Source: an optimization exercise on an open RTL-to-GDS flow (aim: small area). Production flows keep margins and buffers that such runs may drop.
Only simulation tests tie the RTL to the original design; equivalence was not proved.
The flow treats the clock pin as an ideal source. Dropping or thinning the clock tree relies on that and would not hold on a real chip.
Power is estimated from default activity; no workload was simulated.

==> inputs of run A <==
// playFromFile
module playFromFile(clk, rst, gpioBank1, gpioBank2, gpioBank3);
  input clk, rst;
  output[3:0] gpioBank1, gpioBank2, gpioBank3;
  reg [15:0] c_g4;
  wire end_g4 = c_g4[0] & c_g4[1] & c_g4[2] & c_g4[3] & c_g4[4] & ~c_g4[5] & c_g4[6] & c_g4[7] & ~c_g4[9] & ~c_g4[10] & ~c_g4[11] & c_g4[12] & ~c_g4[13] & c_g4[14] & ~c_g4[15];
  always @(posedge clk)
    if (rst | end_g4) c_g4 <= 16'd0;
    else c_g4 <= {~c_g4[14:0], c_g4[8] ^ c_g4[14] ^ c_g4[15]};
  reg [14:0] c_a;
  wire end_a = c_a[0] & ~c_a[1] & ~c_a[2] & c_a[3] & ~c_a[5] & ~c_a[6] & c_a[7] & ~c_a[8] & c_a[9] & c_a[10] & c_a[11] & ~c_a[12] & ~c_a[13] & c_a[14];
  wire win_a = ~c_a[1] & c_a[2] & ~c_a[3] & c_a[4] & ~c_a[5] & c_a[6] & ~c_a[7] & c_a[8] & ~c_a[9] & c_a[10] & ~c_a[11] & c_a[12] & ~c_a[13];    
  wire one_a = win_a & ~c_a[0];
  always @(posedge clk)
    if (rst | end_a) c_a <= 15'd21845;
    else c_a <= {~c_a[13:0], c_a[0] ^ c_a[14]};
  reg [15:0] c_b4;
  wire end_b4 = c_b4[1] & ~c_b4[2] & c_b4[3] & c_b4[4] & c_b4[5] & ~c_b4[7] & c_b4[8] & c_b4[9] & ~c_b4[10] & c_b4[11] & ~c_b4[12] & ~c_b4[13] & c_b4[14] & ~c_b4[15];
  always @(posedge clk)
    if (rst | end_b4) c_b4 <= 16'd0;
    else c_b4 <= {~c_b4[14:0], c_b4[6] ^ c_b4[15]};
  reg [15:0] c_c5;
  wire end_c5 = ~c_c5[0] & c_c5[1] & ~c_c5[3] & ~c_c5[4] & ~c_c5[5] & c_c5[6] & c_c5[7] & c_c5[8] & ~c_c5[9] & ~c_c5[10] & ~c_c5[11] & ~c_c5[13] & c_c5[14] & ~c_c5[15];
  always @(posedge clk)
    if (rst | end_c5) c_c5 <= 16'd0;
    else c_c5 <= {~c_c5[14:0], ~(c_c5[2] ^ c_c5[15])};
  reg [15:0] c_d5;
  wire end_d5 = c_d5[0] & ~c_d5[1] & c_d5[3] & ~c_d5[5] & ~c_d5[6] & c_d5[7] & ~c_d5[8] & c_d5[9] & ~c_d5[10] & c_d5[11] & ~c_d5[12] & c_d5[13] & c_d5[14] & ~c_d5[15];
  always @(posedge clk)
    if (rst | end_d5) c_d5 <= 16'd0;
    else c_d5 <= {~c_d5[14:0], c_d5[2] ^ c_d5[15]};
  reg [14:0] c_e;
  wire end_e = c_e[0] & ~c_e[2] & ~c_e[3] & c_e[4] & ~c_e[5] & c_e[6] & ~c_e[8] & ~c_e[9] & ~c_e[10] & c_e[12] & c_e[13] & c_e[14];
  ...
export LEC_CHECK = 0
export CAP_MARGIN = 20
export CORE_MARGIN = 2
export CORE_UTILIZATION = 60
export SLEW_MARGIN = 20
create_clock -name core_clock -period 20.0 [get_ports {clk}]
standard.sh (not shown) runs the stock make flow with config.mk's settings and CLKGATE_MAP_FILE= SYNTH_SCRIPT=/design/flow/synth_recipe.tcl, a recipe that flattens the netlist after the stock synthesis.
==> flow/flow/run.sh <==
#!/bin/bash
# Standard ORFS layout (the standard.sh) with three changes:
#  - after the standard synthesis, its combinational logic is re-mapped for area by
#    flow/remap.tcl (registers untouched);
#  - a two-level clock tree built by flow/mycts.tcl in place of TritonCTS;
#  - buf_1 cells as the port buffers.
set -o pipefail
export PRE_CTS_TCL=$PWD/flow/cts_hook.tcl
export MYCTS_NET=clk MYCTS_MAX=16 MYCTS_LEAF=sky130_fd_sc_hd__clkbuf_8 MYCTS_ROOT=sky130_fd_sc_hd__clkbuf_2
export BUFFER_PORTS_ARGS="-buffer_cell sky130_fd_sc_hd__buf_1"
bash standard.sh synth > standard_synth.log 2>&1 || exit 1
R=$PWD/orfs/results/$FLOW_PLATFORM/playFromFile/base
cp $R/1_2_yosys.v $PWD/standard_1_2_yosys.v
export REMAP_IN=$PWD/standard_1_2_yosys.v REMAP_OUT=$R/1_2_yosys.v
export REMAP_LIB=$FLOW_HOME/platforms/$FLOW_PLATFORM/lib/sky130_fd_sc_hd__tt_025C_1v80.lib
export REMAP_SCRIPT=$PWD/flow/remap_abc.script
export REMAP_DONT_USE="$(sed -n '/DONT_USE_CELLS *+=/,/^$/p' $FLOW_HOME/platforms/$FLOW_PLATFORM/config.mk | grep -oE 'sky130_fd_sc_hd__[a-z0-9_]+' | tr '\n' ' ')"
YOSYS=$(command -v yosys || echo $FLOW_HOME/../tools/install/yosys/bin/yosys)
$YOSYS -c flow/remap.tcl > remap_yosys.log 2>&1 || exit 1
rm -f $R/1_synth.odb $R/1_synth.sdc
bash standard.sh > standard_run.log 2>&1
==> flow/flow/mycts.tcl <==
# Clock tree built by hand: the register clock pins are split by recursive
# bisection into ceil(sinks / $::env(MYCTS_MAX)) clusters of near-equal size; each cluster gets one leaf
# buffer at its centroid, and one root buffer at the centroid of the leaves drives them.
proc mycts_split {items k} {
  if {$k <= 1} { return [list $items] }
  set xs {}; set ys {}
  foreach it $items { lappend xs [lindex $it 1]; lappend ys [lindex $it 2] }
  set dx [expr {[tcl::mathfunc::max {*}$xs] - [tcl::mathfunc::min {*}$xs]}]
  set dy [expr {[tcl::mathfunc::max {*}$ys] - [tcl::mathfunc::min {*}$ys]}]
  set ix [expr {$dx >= $dy ? 1 : 2}]
  set s [lsort -real -index $ix $items]
  set k1 [expr {$k / 2}]
  set h [expr {([llength $s] * $k1 + $k / 2) / $k}]
  return [concat [mycts_split [lrange $s 0 [expr {$h-1}]] $k1] [mycts_split [lrange $s $h end] [expr {$k - $k1}]]]
}
proc mycts {} {
  set db [ord::get_db]
  set block [ord::get_db_block]
  set clk [$block findNet $::env(MYCTS_NET)]
  set leafm [$db findMaster $::env(MYCTS_LEAF)]
  set rootm [$db findMaster $::env(MYCTS_ROOT)]
  set items {}
  foreach it [$clk getITerms] {
    set inst [$it getInst]
    set bb [$inst getBBox]
    lappend items [list $it [expr {([$bb xMin]+[$bb xMax])/2}] [expr {([$bb yMin]+[$bb yMax])/2}]]
  }
  set clusters [mycts_split $items [expr {int(ceil([llength $items] / double($::env(MYCTS_MAX))))}]]
  set rootnet [odb::dbNet_create $block "clknet_root"]
  $rootnet setSigType CLOCK
  set root [odb::dbInst_create $block $rootm "clkbuf_root"]
  set i 0; set sx 0; set sy 0
  foreach c $clusters {
    set net [odb::dbNet_create $block "clknet_leaf_$i"]
    $net setSigType CLOCK
    set buf [odb::dbInst_create $block $leafm "clkbuf_leaf_$i"]
    set x 0; set y 0
    foreach it $c {
      set x [expr {$x + [lindex $it 1]}]; set y [expr {$y + [lindex $it 2]}]
      set iterm [lindex $it 0]
      $iterm disconnect
      $iterm connect $net
    }
    set x [expr {int($x / [llength $c])}]; set y [expr {int($y / [llength $c])}]
    $buf setLocation $x $y
    $buf setPlacementStatus PLACED
    [$buf findITerm A] connect $rootnet
    [$buf findITerm X] connect $net
    set sx [expr {$sx + $x}]; set sy [expr {$sy + $y}]
    puts "mycts: leaf $i [llength $c] sinks at $x $y"
    incr i
  }
  $root setLocation [expr {int($sx / $i)}] [expr {int($sy / $i)}]
  $root setPlacementStatus PLACED
  [$root findITerm A] connect $clk
  [$root findITerm X] connect $rootnet
}
==> flow/flow/remap.tcl <==
# Re-map the combinational logic of the standard synthesis netlist for area, keeping every
# register cell (instance name, cell type, connections) as the standard synthesis left it.
# Run by flow/run.sh as: yosys -c flow/remap.tcl (env: REMAP_IN, REMAP_OUT, REMAP_LIB,
# REMAP_DONT_USE, REMAP_SCRIPT).
yosys read_liberty -ignore_miss_func $::env(REMAP_LIB)
# sequential cells stay black boxes, so flatten below only dissolves the logic cells
yosys blackbox sky130_fd_sc_hd__df* sky130_fd_sc_hd__edf* sky130_fd_sc_hd__sdf* sky130_fd_sc_hd__sedf* sky130_fd_sc_hd__dl* sky130_fd_sc_hd__sdl*
yosys read_verilog $::env(REMAP_IN)
yosys hierarchy -top $::env(FLOW_TOP)
yosys stat -liberty $::env(REMAP_LIB)
yosys flatten
yosys rename -hide w:*.*
yosys rename -hide c:*.*
yosys opt -purge
set du {}
foreach c $::env(REMAP_DONT_USE) { lappend du -dont_use $c }
yosys abc -liberty $::env(REMAP_LIB) {*}$du -script $::env(REMAP_SCRIPT)
yosys opt_clean -purge
yosys stat -liberty $::env(REMAP_LIB)
yosys read_liberty -lib -overwrite $::env(REMAP_LIB)
yosys check -assert -mapped
yosys write_verilog -noattr -nohex -nodec $::env(REMAP_OUT)
==> flow/flow/remap_abc.script <==
&get -n
&st
&deepsyn -T 30
&dch -f
&nf -R 1000
&dch -f
&nf -R 1000
&put
topo
Other scripts of this flow, unchanged in this note and not shown: flow/flow/cts_hook.tcl
==> run M: changes against run A <==
--- a/flow/design.v
+++ b/flow/design.v
@@ -73,26 +73,26 @@
   reg w_a4, w_e5;    
   always @(posedge clk) if (rst) w_a4 <= 1'b0; else if (end_a & w_n880) w_a4 <= ~w_a4;
   always @(posedge clk) if (rst) w_e5 <= 1'b0; else if (end_e & w_n1318) w_e5 <= ~w_e5;
   wire st_n440 = one_a & ~w_n880 & w_a4;
   wire st_n659 = one_e & ~w_n1318 & w_e5;
   reg [7:0] q_n440;
-  always @(posedge clk) if (rst) q_n440 <= 8'd17; else if (st_n440) q_n440 <= {q_n440[6:0], q_n440[7] ^ q_n440[5] ^ q_n440[4] ^ q_n440[3]};
+  always @(posedge clk) if (rst) q_n440 <= 8'd1; else if (st_n440) q_n440 <= {q_n440[6:0], q_n440[7] ^ q_n440[5] ^ q_n440[4] ^ q_n440[3]};
   reg [7:0] q_n659;
-  always @(posedge clk) if (rst) q_n659 <= 8'd17; else if (st_n659) q_n659 <= {q_n659[6:0], q_n659[7] ^ q_n659[5] ^ q_n659[4] ^ q_n659[3]};
+  always @(posedge clk) if (rst) q_n659 <= 8'd1; else if (st_n659) q_n659 <= {q_n659[6:0], q_n659[7] ^ q_n659[5] ^ q_n659[4] ^ q_n659[3]};
   reg q0_n880;
   always @* case ({w_a4, w_n880, win_a})
-    3'b000, 3'b001, 3'b011, 3'b110: q0_n880 = q_n440[0] ^ q_n440[5] ^ q_n440[7];
-    3'b010, 3'b101: q0_n880 = q_n440[6];
-    default: q0_n880 = q_n440[7];
+    3'b000, 3'b001, 3'b011, 3'b110: q0_n880 = q_n440[0] ^ q_n440[2] ^ q_n440[3] ^ q_n440[4];
+    3'b010, 3'b101: q0_n880 = q_n440[2];
+    default: q0_n880 = q_n440[3];
   endcase
   reg q0_n1318;
   always @* case ({w_e5, w_n1318, win_e})
-    3'b000, 3'b001, 3'b011, 3'b110: q0_n1318 = q_n659[0] ^ q_n659[5] ^ q_n659[7];
-    3'b010, 3'b101: q0_n1318 = q_n659[6];
-    default: q0_n1318 = q_n659[7];
+    3'b000, 3'b001, 3'b011, 3'b110: q0_n1318 = q_n659[0] ^ q_n659[2] ^ q_n659[3] ^ q_n659[4];
+    3'b010, 3'b101: q0_n1318 = q_n659[2];
+    default: q0_n1318 = q_n659[3];
   endcase
   reg [3:0] Addr;
   wire posMet = one_t & w_met;
   reg fb;
   always @* case (Addr)
     4'd0: fb = 1'b1;
@@ -117,11 +117,11 @@
   assign gpioBank1[2] = w_b4 & (Addr == 4'd2);
   assign gpioBank1[3] = w_c5 & (Addr == 4'd5);
   assign gpioBank2[0] = w_d5 & (Addr == 4'd11);
   assign gpioBank2[1] = w_e5 & (Addr == 4'd6);
   assign gpioBank2[2] = w_fs5 & (Addr == 4'd13);
   assign gpioBank2[3] = w_g5 & (Addr == 4'd10);
-  assign gpioBank3[0] = q_n440[4] & (Addr == 4'd4);
-  assign gpioBank3[1] = q_n659[4] & (Addr == 4'd9);
+  assign gpioBank3[0] = q_n440[0] & (Addr == 4'd4);
+  assign gpioBank3[1] = q_n659[0] & (Addr == 4'd9);
   assign gpioBank3[2] = q0_n880 & (Addr == 4'd3);
   assign gpioBank3[3] = q0_n1318 & (Addr == 4'd7);
 endmodule
==> flow/flow/run.sh (replaced) <==
#!/bin/bash
# Standard ORFS layout (the standard.sh, standard synthesis unchanged) with two changes:
# a two-level clock tree built by flow/mycts.tcl in place of TritonCTS, and buf_1 cells
# as the port buffers.
set -o pipefail
export PRE_CTS_TCL=$PWD/flow/cts_hook.tcl
export MYCTS_NET=clk MYCTS_MAX=29 MYCTS_LEAF=sky130_fd_sc_hd__clkbuf_8 MYCTS_ROOT=sky130_fd_sc_hd__clkbuf_8
export BUFFER_PORTS_ARGS="-buffer_cell sky130_fd_sc_hd__buf_1"
bash standard.sh > standard_run.log 2>&1
--- a/flow/flow/mycts.tcl
+++ b/flow/flow/mycts.tcl
@@ -1,20 +1,19 @@
-# Clock tree built by hand: the register clock pins are split by recursive
-# bisection into ceil(sinks / $::env(MYCTS_MAX)) clusters of near-equal size; each cluster gets one leaf
+# Clock tree built by hand: the register clock pins are split by recursive median
+# bisection into clusters of at most $::env(MYCTS_MAX) sinks; each cluster gets one leaf
 # buffer at its centroid, and one root buffer at the centroid of the leaves drives them.
-proc mycts_split {items k} {
-  if {$k <= 1} { return [list $items] }
+proc mycts_split {items maxn} {
+  if {[llength $items] <= $maxn} { return [list $items] }
   set xs {}; set ys {}
   foreach it $items { lappend xs [lindex $it 1]; lappend ys [lindex $it 2] }
   set dx [expr {[tcl::mathfunc::max {*}$xs] - [tcl::mathfunc::min {*}$xs]}]
   set dy [expr {[tcl::mathfunc::max {*}$ys] - [tcl::mathfunc::min {*}$ys]}]
-  set ix [expr {$dx >= $dy ? 1 : 2}]
-  set s [lsort -real -index $ix $items]
-  set k1 [expr {$k / 2}]
-  set h [expr {([llength $s] * $k1 + $k / 2) / $k}]
-  return [concat [mycts_split [lrange $s 0 [expr {$h-1}]] $k1] [mycts_split [lrange $s $h end] [expr {$k - $k1}]]]
+  set k [expr {$dx >= $dy ? 1 : 2}]
+  set s [lsort -real -index $k $items]
+  set h [expr {[llength $s] / 2}]
+  return [concat [mycts_split [lrange $s 0 [expr {$h-1}]] $maxn] [mycts_split [lrange $s $h end] $maxn]]
 }
 proc mycts {} {
   set db [ord::get_db]
   set block [ord::get_db_block]
   set clk [$block findNet $::env(MYCTS_NET)]
   set leafm [$db findMaster $::env(MYCTS_LEAF)]
@@ -22,13 +21,13 @@
   set items {}
   foreach it [$clk getITerms] {
     set inst [$it getInst]
     set bb [$inst getBBox]
     lappend items [list $it [expr {([$bb xMin]+[$bb xMax])/2}] [expr {([$bb yMin]+[$bb yMax])/2}]]
   }
-  set clusters [mycts_split $items [expr {int(ceil([llength $items] / double($::env(MYCTS_MAX))))}]]
+  set clusters [mycts_split $items $::env(MYCTS_MAX)]
   set rootnet [odb::dbNet_create $block "clknet_root"]
   $rootnet setSigType CLOCK
   set root [odb::dbInst_create $block $rootm "clkbuf_root"]
   set i 0; set sx 0; set sy 0
   foreach c $clusters {
     set net [odb::dbNet_create $block "clknet_leaf_$i"]
removed: flow/flow/remap.tcl
removed: flow/flow/remap_abc.script
==> run B: changes against run A <==
--- a/flow/design.v
+++ b/flow/design.v
@@ -73,26 +73,26 @@
   reg w_a4, w_e5;    
   always @(posedge clk) if (rst) w_a4 <= 1'b0; else if (end_a & w_n880) w_a4 <= ~w_a4;
   always @(posedge clk) if (rst) w_e5 <= 1'b0; else if (end_e & w_n1318) w_e5 <= ~w_e5;
   wire st_n440 = one_a & ~w_n880 & w_a4;
   wire st_n659 = one_e & ~w_n1318 & w_e5;
   reg [7:0] q_n440;
-  always @(posedge clk) if (rst) q_n440 <= 8'd17; else if (st_n440) q_n440 <= {q_n440[6:0], q_n440[7] ^ q_n440[5] ^ q_n440[4] ^ q_n440[3]};
+  always @(posedge clk) if (rst) q_n440 <= 8'd1; else if (st_n440) q_n440 <= {q_n440[6:0], q_n440[7] ^ q_n440[5] ^ q_n440[4] ^ q_n440[3]};
   reg [7:0] q_n659;
-  always @(posedge clk) if (rst) q_n659 <= 8'd17; else if (st_n659) q_n659 <= {q_n659[6:0], q_n659[7] ^ q_n659[5] ^ q_n659[4] ^ q_n659[3]};
+  always @(posedge clk) if (rst) q_n659 <= 8'd1; else if (st_n659) q_n659 <= {q_n659[6:0], q_n659[7] ^ q_n659[5] ^ q_n659[4] ^ q_n659[3]};
   reg q0_n880;
   always @* case ({w_a4, w_n880, win_a})
-    3'b000, 3'b001, 3'b011, 3'b110: q0_n880 = q_n440[0] ^ q_n440[5] ^ q_n440[7];
-    3'b010, 3'b101: q0_n880 = q_n440[6];
-    default: q0_n880 = q_n440[7];
+    3'b000, 3'b001, 3'b011, 3'b110: q0_n880 = q_n440[0] ^ q_n440[2] ^ q_n440[3] ^ q_n440[4];
+    3'b010, 3'b101: q0_n880 = q_n440[2];
+    default: q0_n880 = q_n440[3];
   endcase
   reg q0_n1318;
   always @* case ({w_e5, w_n1318, win_e})
-    3'b000, 3'b001, 3'b011, 3'b110: q0_n1318 = q_n659[0] ^ q_n659[5] ^ q_n659[7];
-    3'b010, 3'b101: q0_n1318 = q_n659[6];
-    default: q0_n1318 = q_n659[7];
+    3'b000, 3'b001, 3'b011, 3'b110: q0_n1318 = q_n659[0] ^ q_n659[2] ^ q_n659[3] ^ q_n659[4];
+    3'b010, 3'b101: q0_n1318 = q_n659[2];
+    default: q0_n1318 = q_n659[3];
   endcase
   reg [3:0] Addr;
   wire posMet = one_t & w_met;
   reg fb;
   always @* case (Addr)
     4'd0: fb = 1'b1;
@@ -117,11 +117,11 @@
   assign gpioBank1[2] = w_b4 & (Addr == 4'd2);
   assign gpioBank1[3] = w_c5 & (Addr == 4'd5);
   assign gpioBank2[0] = w_d5 & (Addr == 4'd11);
   assign gpioBank2[1] = w_e5 & (Addr == 4'd6);
   assign gpioBank2[2] = w_fs5 & (Addr == 4'd13);
   assign gpioBank2[3] = w_g5 & (Addr == 4'd10);
-  assign gpioBank3[0] = q_n440[4] & (Addr == 4'd4);
-  assign gpioBank3[1] = q_n659[4] & (Addr == 4'd9);
+  assign gpioBank3[0] = q_n440[0] & (Addr == 4'd4);
+  assign gpioBank3[1] = q_n659[0] & (Addr == 4'd9);
   assign gpioBank3[2] = q0_n880 & (Addr == 4'd3);
   assign gpioBank3[3] = q0_n1318 & (Addr == 4'd7);
 endmodule
--- a/flow/flow/run.sh
+++ b/flow/flow/run.sh
@@ -3,13 +3,13 @@
 #  - after the standard synthesis, its combinational logic is re-mapped for area by
 #    flow/remap.tcl (registers untouched);
 #  - a two-level clock tree built by flow/mycts.tcl in place of TritonCTS;
 #  - buf_1 cells as the port buffers.
 set -o pipefail
 export PRE_CTS_TCL=$PWD/flow/cts_hook.tcl
-export MYCTS_NET=clk MYCTS_MAX=16 MYCTS_LEAF=sky130_fd_sc_hd__clkbuf_8 MYCTS_ROOT=sky130_fd_sc_hd__clkbuf_2
+export MYCTS_NET=clk MYCTS_MAX=15 MYCTS_LEAF=sky130_fd_sc_hd__clkbuf_8 MYCTS_ROOT=sky130_fd_sc_hd__clkbuf_8
 export BUFFER_PORTS_ARGS="-buffer_cell sky130_fd_sc_hd__buf_1"
 bash standard.sh synth > standard_synth.log 2>&1 || exit 1
 R=$PWD/orfs/results/$FLOW_PLATFORM/playFromFile/base
 cp $R/1_2_yosys.v $PWD/standard_1_2_yosys.v
 export REMAP_IN=$PWD/standard_1_2_yosys.v REMAP_OUT=$R/1_2_yosys.v
 export REMAP_LIB=$FLOW_HOME/platforms/$FLOW_PLATFORM/lib/sky130_fd_sc_hd__tt_025C_1v80.lib
==> run R: changes against run A <==
--- a/flow/design.v
+++ b/flow/design.v
@@ -73,26 +73,26 @@
   reg w_a4, w_e5;    
   always @(posedge clk) if (rst) w_a4 <= 1'b0; else if (end_a & w_n880) w_a4 <= ~w_a4;
   always @(posedge clk) if (rst) w_e5 <= 1'b0; else if (end_e & w_n1318) w_e5 <= ~w_e5;
   wire st_n440 = one_a & ~w_n880 & w_a4;
   wire st_n659 = one_e & ~w_n1318 & w_e5;
   reg [7:0] q_n440;
-  always @(posedge clk) if (rst) q_n440 <= 8'd17; else if (st_n440) q_n440 <= {q_n440[6:0], q_n440[7] ^ q_n440[5] ^ q_n440[4] ^ q_n440[3]};
+  always @(posedge clk) if (rst) q_n440 <= 8'd1; else if (st_n440) q_n440 <= {q_n440[6:0], q_n440[7] ^ q_n440[5] ^ q_n440[4] ^ q_n440[3]};
   reg [7:0] q_n659;
-  always @(posedge clk) if (rst) q_n659 <= 8'd17; else if (st_n659) q_n659 <= {q_n659[6:0], q_n659[7] ^ q_n659[5] ^ q_n659[4] ^ q_n659[3]};
+  always @(posedge clk) if (rst) q_n659 <= 8'd1; else if (st_n659) q_n659 <= {q_n659[6:0], q_n659[7] ^ q_n659[5] ^ q_n659[4] ^ q_n659[3]};
   reg q0_n880;
   always @* case ({w_a4, w_n880, win_a})
-    3'b000, 3'b001, 3'b011, 3'b110: q0_n880 = q_n440[0] ^ q_n440[5] ^ q_n440[7];
-    3'b010, 3'b101: q0_n880 = q_n440[6];
-    default: q0_n880 = q_n440[7];
+    3'b000, 3'b001, 3'b011, 3'b110: q0_n880 = q_n440[0] ^ q_n440[2] ^ q_n440[3] ^ q_n440[4];
+    3'b010, 3'b101: q0_n880 = q_n440[2];
+    default: q0_n880 = q_n440[3];
   endcase
   reg q0_n1318;
   always @* case ({w_e5, w_n1318, win_e})
-    3'b000, 3'b001, 3'b011, 3'b110: q0_n1318 = q_n659[0] ^ q_n659[5] ^ q_n659[7];
-    3'b010, 3'b101: q0_n1318 = q_n659[6];
-    default: q0_n1318 = q_n659[7];
+    3'b000, 3'b001, 3'b011, 3'b110: q0_n1318 = q_n659[0] ^ q_n659[2] ^ q_n659[3] ^ q_n659[4];
+    3'b010, 3'b101: q0_n1318 = q_n659[2];
+    default: q0_n1318 = q_n659[3];
   endcase
   reg [3:0] Addr;
   wire posMet = one_t & w_met;
   reg fb;
   always @* case (Addr)
     4'd0: fb = 1'b1;
@@ -117,11 +117,11 @@
   assign gpioBank1[2] = w_b4 & (Addr == 4'd2);
   assign gpioBank1[3] = w_c5 & (Addr == 4'd5);
   assign gpioBank2[0] = w_d5 & (Addr == 4'd11);
   assign gpioBank2[1] = w_e5 & (Addr == 4'd6);
   assign gpioBank2[2] = w_fs5 & (Addr == 4'd13);
   assign gpioBank2[3] = w_g5 & (Addr == 4'd10);
-  assign gpioBank3[0] = q_n440[4] & (Addr == 4'd4);
-  assign gpioBank3[1] = q_n659[4] & (Addr == 4'd9);
+  assign gpioBank3[0] = q_n440[0] & (Addr == 4'd4);
+  assign gpioBank3[1] = q_n659[0] & (Addr == 4'd9);
   assign gpioBank3[2] = q0_n880 & (Addr == 4'd3);
   assign gpioBank3[3] = q0_n1318 & (Addr == 4'd7);
 endmodule
Settings changed: CORE_UTILIZATION 60 to 80.
==> notes <==
Run M produced a clean layout. Run A finished with timing, DRC and antenna clean. Run R finished clean. Run B passed the timing, DRC and antenna checks. The highest cell count belongs to run M, the lowest to run R. Setup slack: run A < run M < run R < run B. Against run M, the global-route usage of run B is higher by 1.7 points. The highest utilization belongs to run R, the lowest to run M. Against run B, the register-to-register slack of run R is worse by 0.13 ns. In run M the clock power is smaller than in run R, by about 8%. The lowest via count belongs to run M, the highest to run R. Between run R and run A, the lower sequential share of layout area is in run A (gap 0.57 points). In run B the die area is higher than in run R, by 32%. Against run R, the critical path depth of run M is lower by 3.
No run of this note takes its clock network from TritonCTS; it comes from the design's own scripts or RTL.

separate check: timing with driven ports:
The flow's constraints put no driver on any port. The routed layouts listed below were extracted and timed again, unchanged, in two steps.
Step 1, drivers: a clkbuf_16 drives clk and a buf_2 each remaining input, both assumed.
Step 2 times the ports against the registers' clock, not the clock port: input delays grow and output delays shrink by t, the midpoint of the rising clock arrivals with the driver on.
a / b / c = no drivers / after step 1 / after step 2; a / b = the first two.
run | t (ns) | setup slack, ns | slew at the worst register clock pin (ns)
run A | 0.724 | 13.266 / 13.240 / 13.965 | 0.10 / 0.10
run M | 0.416 | 13.504 / 13.475 / 13.891 | 0.13 / 0.13
run B | 0.447 | 13.861 / 13.830 / 13.983 | 0.09 / 0.09
run R | 0.673 | 13.549 / 13.521 / 14.077 | 0.10 / 0.10
After both steps every run listed still meets setup and hold.
